What follows belongs to an exercise in optimizing a design on an open flow for a short achievable clock period and few clock cycles; a production flow would make more cautious choices.
In this exercise RTL edits were held to simulation tests only and were not proved equivalent to the original.
Power is estimated from default activity; no workload was simulated.

## flow/config.mk

```make
export PLATFORM = sky130hd
export DESIGN_NAME = MY32CPU_top
export DESIGN_NICKNAME = MY32CPU_top
export VERILOG_FILES = /design/flow/design.v
export SDC_FILE = /design/flow/constraint.sdc
export NUM_CORES = 4
export LEC_CHECK = 0
export ABC_CLOCK_PERIOD_IN_PS = 3000
export CAP_MARGIN = 20
export CORE_MARGIN = 2
export CORE_UTILIZATION = 40
export PLACE_DENSITY = 0.6
export SLEW_MARGIN = 20
```

## flow/constraint.sdc

```tcl
create_clock -name core_clock -period 11.0 [get_ports {CLK}]
set_input_delay 2.2000 -clock core_clock [delete_from_list [all_inputs] [get_ports {CLK}]]
set_output_delay 2.2000 -clock core_clock [all_outputs]
set_load 0.01 [all_outputs]
```

## flow/design.v

```verilog
module MY32CPU_top(
	input CLK,
	input RST,
	output [4:0] imem_addr,
	input [31:0] imem_data,
	output reg_we,
	output [4:0] reg_waddr,
	output [31:0] reg_wdata,
	output mem_we,
	output [4:0] mem_addr,
	output [31:0] mem_wdata,
	output [9:0] LEDR
);
	integer i, j;
	reg rst_q;
	reg [31:0] R [1:15];    
	reg [31:0] M [0:31];    
	reg [15:0] nz;          
	reg [31:0] Mnz;         
	reg [9:0]  led;         
	reg [31:0] C  [0:31];   
	reg [4:0]  T  [0:31];   
	reg [31:0] V;           
	reg [31:0] BR;          
	reg [31:0] PT;          
	reg [4:0]  NX [0:31];   
	reg [31:0] QB;          
	reg [31:0] Q1;          
	reg [31:0] Q2;          
	reg [31:0] QP1;         
	reg [31:0] QP2;         
	reg        fp_v;
	reg [4:0]  fp_pc;
	reg [31:0] fp_inst;
	reg [31:0] P;           
	reg [4:0]  n_nx [0:31];
	reg [31:0] n_qb, n_q1, n_q2, n_qp1, n_qp2;
	reg [4:0]  k1, k2;
	always @(*) begin
		for (i = 0; i < 32; i = i + 1)
			P[i] = PT[i] & nz[C[i][24:21]];
		for (i = 0; i < 32; i = i + 1) begin
			k1 = i + 1;
			k2 = i + 2;
			n_qb[i] = V[i] & BR[i];
			n_q1[i] = V[i] & ~BR[i] & V[k1] & BR[k1];
			n_q2[i] = n_q1[i] & ~P[k1] & V[k2] & BR[k2];
			n_qp1[i] = BR[i] ? P[i] : P[k1];
			n_qp2[i] = P[k2];
			if (n_qb[i])
				n_nx[i] = P[i] ? T[i] : i + 1;
			else if (n_q2[i])
				n_nx[i] = P[k2] ? T[k2] : i + 3;
			else if (n_q1[i])
				n_nx[i] = P[k1] ? T[k1] : i + 2;
			else
				n_nx[i] = i + 1;
		end
	end
	reg [4:0] pc;
	assign imem_addr = pc;
	wire [4:0] pc1 = pc + 5'd1;
	wire [4:0] pc2 = pc + 5'd2;
	wire [4:0] pc3 = pc + 5'd3;
	wire        h0  = V[pc];
	wire [31:0] c0  = C[pc];
	wire [4:0]  rs0 = c0[25:21];
	wire [4:0]  rs1 = C[pc1][25:21];
	wire [4:0]  rs2 = C[pc2][25:21];
	wire [4:0]  t0  = T[pc];
	wire [4:0]  t1  = T[pc1];
	wire [4:0]  t2  = T[pc2];
	wire [31:0] i0 = h0 ? c0 : imem_data;
	reg  [15:0] f_rsoh, f_rtoh;
	always @(*)
		for (i = 0; i < 16; i = i + 1) begin
			f_rsoh[i] = (i0[25:21] == i) & (i != 0);
			f_rtoh[i] = (i0[20:16] == i) & (i != 0);
		end
	wire       fbub  = h0 & QB[pc];
	wire       fold1 = h0 & Q1[pc];
	wire       fold2 = h0 & Q2[pc];
	wire       fp1   = QP1[pc];
	wire       fp2   = QP2[pc];
	wire [4:0] f_next = h0 ? NX[pc] : pc1;
	wire       f_hasbr = fbub | fold1;
	wire [4:0] f_brs1  = fbub ? rs0 : rs1;
	wire [4:0] f_alt1  = fbub ? (fp1 ? pc1 : t0) : (fp1 ? pc2 : t1);
	wire [4:0] f_alt2  = fp2 ? pc3 : t2;
	reg        d_valid;
	reg [31:0] d_inst;
	reg [4:0]  d_pc;
	reg        d_fbr, d_pred1, d_br2, d_pred2;
	reg [15:0] d_rsoh, d_rtoh;
	reg [4:0]  d_brs1, d_alt1, d_brs2, d_alt2;
	wire [5:0] d_op = d_inst[31:26];
	wire [4:0] d_rs = d_inst[25:21];
	wire [4:0] d_rt = d_inst[20:16];
	wire [4:0] d_rd = d_inst[15:11];
	wire [5:0] d_fn = d_inst[5:0];
	wire d_isbr = (d_op == 6'b000111);
	wire d_isr  = (d_op == 6'b000000);
	wire d_issw = (d_op == 6'b101011);
	wire d_islw = (d_op == 6'b100011);
	wire d_rsok = (d_rs != 5'd0) & ~d_rs[4];
	wire d_rtok = (d_rt != 5'd0) & ~d_rt[4];
	wire [4:0] d_tgt = d_pc + d_inst[4:0];
	wire d_mbr   = d_isbr & ~d_fbr;
	wire d_bpred = d_rsok & nz[d_rs[3:0]];
	wire [4:0] d_dest = d_isr ? d_rd : d_rt;
	wire d_wr   = ~d_isbr & ~d_issw;
	wire d_wreg = d_wr & (d_dest != 5'd0) & ~d_dest[4];
	wire d_hasbr = d_isbr | d_fbr;
	wire [4:0] d_b1s  = d_mbr ? d_rs : d_brs1;
	wire d_b1p = d_mbr ? d_bpred : d_pred1;
	wire [4:0] d_b1a = d_mbr ? (d_bpred ? d_pc + 5'd1 : d_tgt) : d_alt1;
	wire d_sub = d_isr & ((d_fn == 6'b101011) | (d_fn == 6'b100100));
	wire d_or  = d_isr & (d_fn == 6'b100101);
	reg        e_valid;
	reg [31:0] e_a, e_bx, e_sd;
	reg        e_sub, e_or, e_lw, e_sw, e_wr, e_wreg;
	reg [4:0]  e_dest;
	reg [15:0] e_wsel;
	reg [4:0]  e_maddr;
	reg        e_br1, e_pred1, e_dep1, e_br2, e_pred2, e_dep2;
	reg [4:0]  e_brs1, e_alt1, e_brs2, e_alt2;
	wire [31:0] e_sum = e_a + e_bx + {31'd0, e_sub};
	wire [31:0] e_ld  = M[e_maddr];
	wire [31:0] e_res = e_lw ? e_ld : e_or ? (e_a | e_bx) : e_sum;
	wire [31:0] e_k     = {e_a[30:0] | e_bx[30:0], e_sub};
	wire        e_zadd  = ~|(e_a ^ e_bx ^ e_k);
	wire        e_resnz = e_lw ? Mnz[e_maddr] : e_or ? |(e_a | e_bx) : ~e_zadd;
	wire e_c1 = e_dep1 ? e_resnz : ((e_brs1[4] | (e_brs1 == 5'd0)) ? 1'b0 : nz[e_brs1[3:0]]);
	wire e_c2 = e_dep2 ? e_resnz : ((e_brs2[4] | (e_brs2 == 5'd0)) ? 1'b0 : nz[e_brs2[3:0]]);
	wire e_mis1 = e_br1 & (e_c1 != e_pred1);
	wire e_mis2 = e_br2 & (e_c2 != e_pred2);
	reg        mis_q;
	reg [4:0]  alt_q;
	wire e_live = e_valid & ~mis_q;
	wire squash = e_live & (e_mis1 | e_mis2);
	wire [4:0] e_alt = e_mis1 ? e_alt1 : e_alt2;
	wire d_redir = d_valid & ~mis_q & d_mbr & d_bpred;
	reg        w_we;
	reg [4:0]  w_dest;
	reg [14:0] w_sel;
	reg [31:0] w_res;
	reg [31:0] rf_a, rf_b;
	always @(*) begin
		rf_a = 32'd0;
		rf_b = 32'd0;
		for (i = 1; i < 16; i = i + 1) begin
			rf_a = rf_a | (R[i] & {32{d_rsoh[i]}});
			rf_b = rf_b | (R[i] & {32{d_rtoh[i]}});
		end
	end
	wire bype_a = e_valid & e_wreg & (e_dest == d_rs);
	wire bype_b = e_valid & e_wreg & (e_dest == d_rt);
	wire bypw_a = w_we & (w_dest == d_rs);
	wire bypw_b = w_we & (w_dest == d_rt);
	wire [31:0] d_a  = bype_a ? e_res : bypw_a ? w_res : rf_a;
	wire [31:0] d_bv = bype_b ? e_res : bypw_b ? w_res : rf_b;
	wire [31:0] d_imm = {26'd0, d_inst[5:0]};
	reg        o_reg_we, o_mem_we;
	reg [4:0]  o_waddr, o_maddr;
	reg [31:0] o_wdata, o_mwdata;
	assign reg_we    = o_reg_we;
	assign reg_waddr = o_waddr;
	assign reg_wdata = o_wdata;
	assign mem_we    = o_mem_we;
	assign mem_addr  = o_maddr;
	assign mem_wdata = o_mwdata;
	assign LEDR      = led;
	always @(posedge CLK) begin
		rst_q <= RST;
		if (RST) begin
			pc <= 5'd0;
			V <= 32'd0;
			fp_v <= 1'b0;
			d_valid <= 1'b0;
			e_valid <= 1'b0;
			mis_q <= 1'b0;
			o_reg_we <= 1'b0;
			o_mem_we <= 1'b0;
			led <= 10'd0;
		end else begin
			fp_v <= ~h0;
			if (fp_v) V[fp_pc] <= 1'b1;
			pc <= mis_q ? alt_q : d_redir ? d_tgt : f_next;
			d_valid <= ~mis_q & ~d_redir;
			e_valid <= d_valid & ~mis_q;
			mis_q <= squash;
			o_reg_we <= e_live & e_wr;
			o_mem_we <= e_live & e_sw;
			if (e_live & e_sw & (e_maddr == 5'd0)) led <= e_sd[9:0];
		end
	end
	always @(posedge CLK) begin
		if (rst_q) begin
			nz <= 16'd0;
			Mnz <= 32'd0;
			for (i = 1; i < 16; i = i + 1) R[i] <= 32'd0;
			for (i = 0; i < 32; i = i + 1) M[i] <= 32'd0;
		end else begin
			for (i = 1; i < 16; i = i + 1) begin
				if (e_live & e_wsel[i]) nz[i] <= e_resnz;
				if (w_we & w_sel[i - 1]) R[i] <= w_res;
			end
			if (e_live & e_sw) begin
				M[e_maddr] <= e_sd;
				Mnz[e_maddr] <= |e_sd;
			end
		end
	end
	always @(posedge CLK) begin
		fp_pc <= pc;
		fp_inst <= imem_data;
		if (fp_v) begin
			C[fp_pc] <= fp_inst;
			BR[fp_pc] <= (fp_inst[31:26] == 6'b000111);
			PT[fp_pc] <= (fp_inst[25:21] != 5'd0) & ~fp_inst[25];
			T[fp_pc] <= fp_pc + fp_inst[4:0];
		end
		for (i = 0; i < 32; i = i + 1) NX[i] <= n_nx[i];
		QB <= n_qb;
		Q1 <= n_q1;
		Q2 <= n_q2;
		QP1 <= n_qp1;
		QP2 <= n_qp2;
		d_inst <= i0;
		d_pc <= pc;
		d_fbr <= f_hasbr;
		d_brs1 <= f_brs1;
		d_pred1 <= fp1;
		d_alt1 <= f_alt1;
		d_br2 <= fold2;
		d_brs2 <= rs2;
		d_pred2 <= fp2;
		d_alt2 <= f_alt2;
		d_rsoh <= f_rsoh;
		d_rtoh <= f_rtoh;
		e_a <= d_a;
		e_bx <= d_isr ? (d_bv ^ {32{d_sub}}) : d_imm;
		e_sd <= d_bv;
		e_sub <= d_sub;
		e_or <= d_or;
		e_lw <= d_islw;
		e_sw <= d_issw;
		e_wr <= d_wr;
		e_wreg <= d_wreg;
		e_dest <= d_dest;
		for (i = 0; i < 16; i = i + 1) e_wsel[i] <= d_wreg & (d_dest[3:0] == i);
		e_maddr <= d_a[4:0] + d_inst[4:0];
		e_br1 <= d_hasbr;
		e_pred1 <= d_b1p;
		e_brs1 <= d_b1s;
		e_alt1 <= d_b1a;
		e_dep1 <= d_wreg & (d_dest == d_b1s);
		e_br2 <= d_br2;
		e_pred2 <= d_pred2;
		e_brs2 <= d_brs2;
		e_alt2 <= d_alt2;
		e_dep2 <= d_wreg & (d_dest == d_brs2);
		alt_q <= e_alt;
		w_we <= e_live & e_wreg;
		w_dest <= e_dest;
		for (i = 1; i < 16; i = i + 1) w_sel[i - 1] <= e_wsel[i];
		if (e_live & e_wreg) w_res <= e_res;
		o_waddr <= e_dest;
		o_wdata <= e_res;
		o_maddr <= e_maddr;
		o_mwdata <= e_sd;
	end
endmodule
```

## flow/flow/run.sh

```bash
#!/bin/bash
# Standard ORFS layout, with timing repair aiming at a setup slack margin well above the
# default so that the layout is optimised for a short achieved period. The SDC is the standard flow's.
set -euo pipefail
MARGIN=${MARGIN:-7.5}
bash standard.sh SETUP_SLACK_MARGIN=$MARGIN finish > make_finish.log 2>&1
```

## flow/standard.sh

```bash
#!/bin/bash
# synth_recipe.tcl (not shown) runs the flow's synth.tcl, then flattens the netlist and writes it again
# the make line also repeats each setting of config.mk as NAME=value (left out here)
make -C /OpenROAD-flow-scripts/flow DESIGN_CONFIG=/design/flow/config.mk WORK_HOME=/design/flow/orfs CLKGATE_MAP_FILE= SYNTH_SCRIPT=/design/flow/synth_recipe.tcl "${@:-finish}"
```

==> run notes <==
synthesized netlist by cell type (43+ instances only):
library cell,count
ha_1,94
nand4_1,65
xor2_1,63
buf_1,71
mux4_2,858
nand2_1,1572
a31oi_1,48
a21o_1,43
mux2_2,128
dfxtp_1,1262
xnor2_1,55
buf_2,62
nor2_1,468
a22o_1,189
nor3_1,84
mux2i_1,250
nand3_1,123
inv_1,219
o21ai_0,331
and2_1,1065
and3_1,96
a22oi_1,218
edfxtp_1,2144
a221oi_1,143
a222oi_1,69
clkbuf_1,796
a21oi_1,759
a211oi_1,58
buf_4,57
logic make-up after synthesis:
| family | count (synthesis) | synth area share (%) |
|---|---|---|
| AO/OA/AOI/OAI | 2200 | 9.57 |
| XOR/XNOR | 118 | 0.677 |
| adder cells (fa/ha/maj) | 99 | 0.836 |
| buffers and inverters | 1242 | 3.36 |
| flip-flops | 3406 | 58.7 |
| multiplexers | 1240 | 15.3 |
| AND/OR/NAND/NOR | 3647 | 11.5 |
cell type report:
cell class | count | area (um2)
Sequential cell | 3406 | 89900
Inverter | 232 | 905
Clock inverter | 152 | 1590
Multi-Input combinational cell | 7305 | 59700
Tap cell | 5016 | 6280
Antenna cell | 11 | 27.5
Timing Repair Buffer | 643 | 6840
Fill cell | 33415 | 204000
Clock buffer | 520 | 10600
state kept, by name (all words and copies together), names as in the netlist, 32 cells and up:
| signal | cells |
|---|---|
| M | 1024 |
| C | 864 |
| R | 480 |
| NX | 160 |
| T | 160 |
| BR | 32 |
| Mnz | 32 |
| PT | 32 |
| Q1 | 32 |
| Q2 | 32 |
| QB | 32 |
| QP1 | 32 |
| QP2 | 32 |
| V | 32 |
| e_a | 32 |
| e_bx | 32 |
| e_sd | 32 |
| o_mwdata | 32 |
| o_wdata | 32 |
| w_res | 32 |
how the worst min path moves through the flow:
stage / end
2_1_floorplan: e_alt2[0]
3_3_place_gp: e_alt2[1]
3_5_place_dp: e_br2
4_1_cts: e_br2
5_1_grt: e_brs2[4]
6_report: e_alt2[0]
cell usage in the layout (no fill, tap or decap), types with 43 or more instances in the layout:
master	count
nand3_1	117
clkbuf_8	63
nor2_4	60
nor3_1	70
ha_1	85
a22o_1	189
nor2_1	386
buf_6	88
and3_1	95
a222oi_1	69
o21ai_0	277
a211oi_1	48
buf_4	409
clkinv_2	65
mux4_2	859
clkbuf_1	81
nand2_1	1565
a21oi_1	745
a21o_1	43
a22oi_1	212
dfxtp_2	88
edfxtp_1	2144
nand4_1	65
xnor2_1	49
mux2_2	123
a221oi_1	139
and2_1	1050
dfxtp_1	1138
mux2i_1	234
xor2_1	57
inv_1	213
clkbuf_16	384
a31oi_1	44
stage by stage:
| stage | cell area [um2] | setup WS [ps] |
|---|---|---|
| final | 176000 | 7230 |
| after global routing | 176000 | 7210 |
| after CTS | 174000 | 7180 |
| after detailed placement | 159000 | 5430 |
| after global placement | 159000 | 5350 |
| after floorplan | 153000 | 7130 |
per-layer routing:
metal  part of all wire, %  wire length (um)  track usage, %  vias to the layer above
met4                   6.6             38900            16.0                       26
met3                    12             72400            7.32                     1717
li1                      -                 -               -                    44773
met5                 0.030               178               0                        -
met2                    44            260000            44.5                     7987
met1                    37            218000            38.7                    55536
report_power, final:
group | total, mW | switching [mW] | internal, mW
sequential | 14.7 | 0.489 | 14.2
clock | 12.5 | 5.32 | 7.18
combinational | 7.12 | 4.31 | 2.81
timing repair:
item | in CTS | in global routing
buffers inserted | 72 | 97
setup endpoints to repair | 1445 | 280
gates cloned | 23 | 10
resized for setup | 769 | 141
pin swaps | 15 | 22
==> metrics.md <==
| Metric | Value |
|---|---|
| Worst-Skew Late Latency | 980 ps |
| FF-to-FF End | e_maddr[4] |
| Unique masters post-synth | 91 |
| H-tree depth | 5 |
| Num ports | 125 |
| Crit path capture type | primary output |
| Die X-Extent | 622 um |
| Buf/Inv on CP | 2 |
| Num Clock Sinks | 3406 |
| Predominant post-synthesis flop cell | edfxtp_1 |
| Vias in the first global route | 105883 |
| Worst hold slack | 327 ps |
| Stages on worst setup path | 2 |
| Synth Cell Area | 153000 um2 |
| Final setup violation count | 0 |
| Maximum clock insertion buffer count | 4 |
| Placed Cells incl. Taps | 16400 |
| R2r setup slk | 7310 ps |
| DRC Markers | 0 |
| 1st-iter DRT viols | 18102 |
| Cell taking the most area after synthesis | edfxtp_1 |
| Syn_nets | 12085 |
| Clock transition at path regs | 60 ps |
| Initial antenna violation count | 38 |
| Rel. slew slack | 11.6% |
| Setup TNS | 0 ps |
| Std-Cell Core Area | 379000 um2 |
| Finished Layout Cells | 17285 |
| Async set or reset register ratio after synthesis | 0% |
| First-pass GRT wire length | 813000 um |
| Drt via density | 6.37 |
| Fin Clk Skew | 91.3 ps |
| Worst min-delay path class | reg -> reg |
| Required time of the worst setup path | 8800 ps |
| TritonCTS buffer count | 362 |
| Lkg Pwr | 60.3 nW |
| Chip height | 622 um |
| Crit Path Category | reg -> out |
| Max-Cap Viols | 0 |
| Pre-Repair DR Iteration Count | 12 |
| RSZ-0062 raised after global routing | true |
| Via count | 110039 |
| Post-route ant nets | 0 |
| CP Capture Point | imem_addr[0] |
| Peak supply drop | 150 uV |
| Status | timing/DRC/antenna clean |
| Max frequency | 265 MHz |
| Final wirelength | 590000 um |
| CTS tree | built |
| Largest stage delay on the critical path | 390 ps |
| Hold path start | d_alt2[0] |
| Routed WL per cell | 34.1 um |
| Pwr Density | 195 nW/um2 |
| #FFs+latches synth | 3406 |
| GPL Wtd Cong | 0.957 |
| Synth Instances | 11952 |
| Fin nets | 12083 |
| Worst Setup SP | pc[0] |
| Crit path max-delay cell type | dfxtp_4 |
| Yosys top cell area share | 42.2% |
| Port bufs | 119 |
| Root buf cell | clkbuf_16 |
| WHS Path Cells | 0 |
| Synth-to-layout area growth | 15.2% |
| CP top delay family | flip-flops |
| R2r worst-path depth | 15 |
| Largest net degree at the start of global routing | 102 |
| Final Hold Viols | 0 |
| Max FO, Critical Path | 3 |
| EDFF count, synth | 2144 |
| Seq/Total Area, Yosys | 58.7% |
| Initial Util | 40.2% |
| Clock period minus worst slack | 3770 ps |
| Row count | 226 |
| Grt ovf | 0 |
| Syn_area_per_cell | 12.8 um2 |
| Cts hold-fix bufs | 0 |
| CP startpoint kind | flop |
| Final Max Tran Viols | 0 |
| Overall global routing resource usage | 29.3% |
| Synth area leaders | edfxtp_1, dfxtp_1, mux4_2 |
| Final core occ | 46.3% |
| Synth Warn # | 4 |
| Total power | 34.3 mW |
| DP Wirelength | 349000 um |
| RR Startpoint | e_maddr[3] |
| Data arrival, critical path | 1570 ps |
| Final period util | 34.3% |
| Cells along the critical path | buf_16 > buf_8 |
| Slew @ Worst Pin | 1320 ps |
| DIE AREA | 387000 um2 |
| Layout cells sized above 1 | 21.3% |
Testbench counts, summed over its fixed seeds: cycles 16,612.

-- static timing again, ports no longer ideal --
How much do the figures lean on ideal ports? The routed layout below was timed once more, with nothing changed but the port constraints.
Step 1 (the two cells are an assumption about what drives the block):
set clk [get_ports {CLK}]
set_driving_cell -lib_cell sky130_fd_sc_hd__clkbuf_16 $clk
set_driving_cell -lib_cell sky130_fd_sc_hd__buf_2 [delete_from_list [all_inputs] $clk]
Step 2 also shifts input and output timing later by t, the mid clock arrival at the registers, as if the neighbouring blocks saw the same clock.
a / b / c = ideal ports / drivers / drivers and shift; a / b = the first two.
shift t [ns]: 1.038
slack for setup (ns): 7.232 / 7.126 / 6.892
hold WS [ns]: 0.327 / 0.327 / 0.327
worst setup path after step 2: input to register
pins driven straight from the clock port: 1
After both steps setup and hold are still met in this run. For this run, drivers alone change the setup slack by -0.106 ns; drivers and shift together by -0.340 ns.
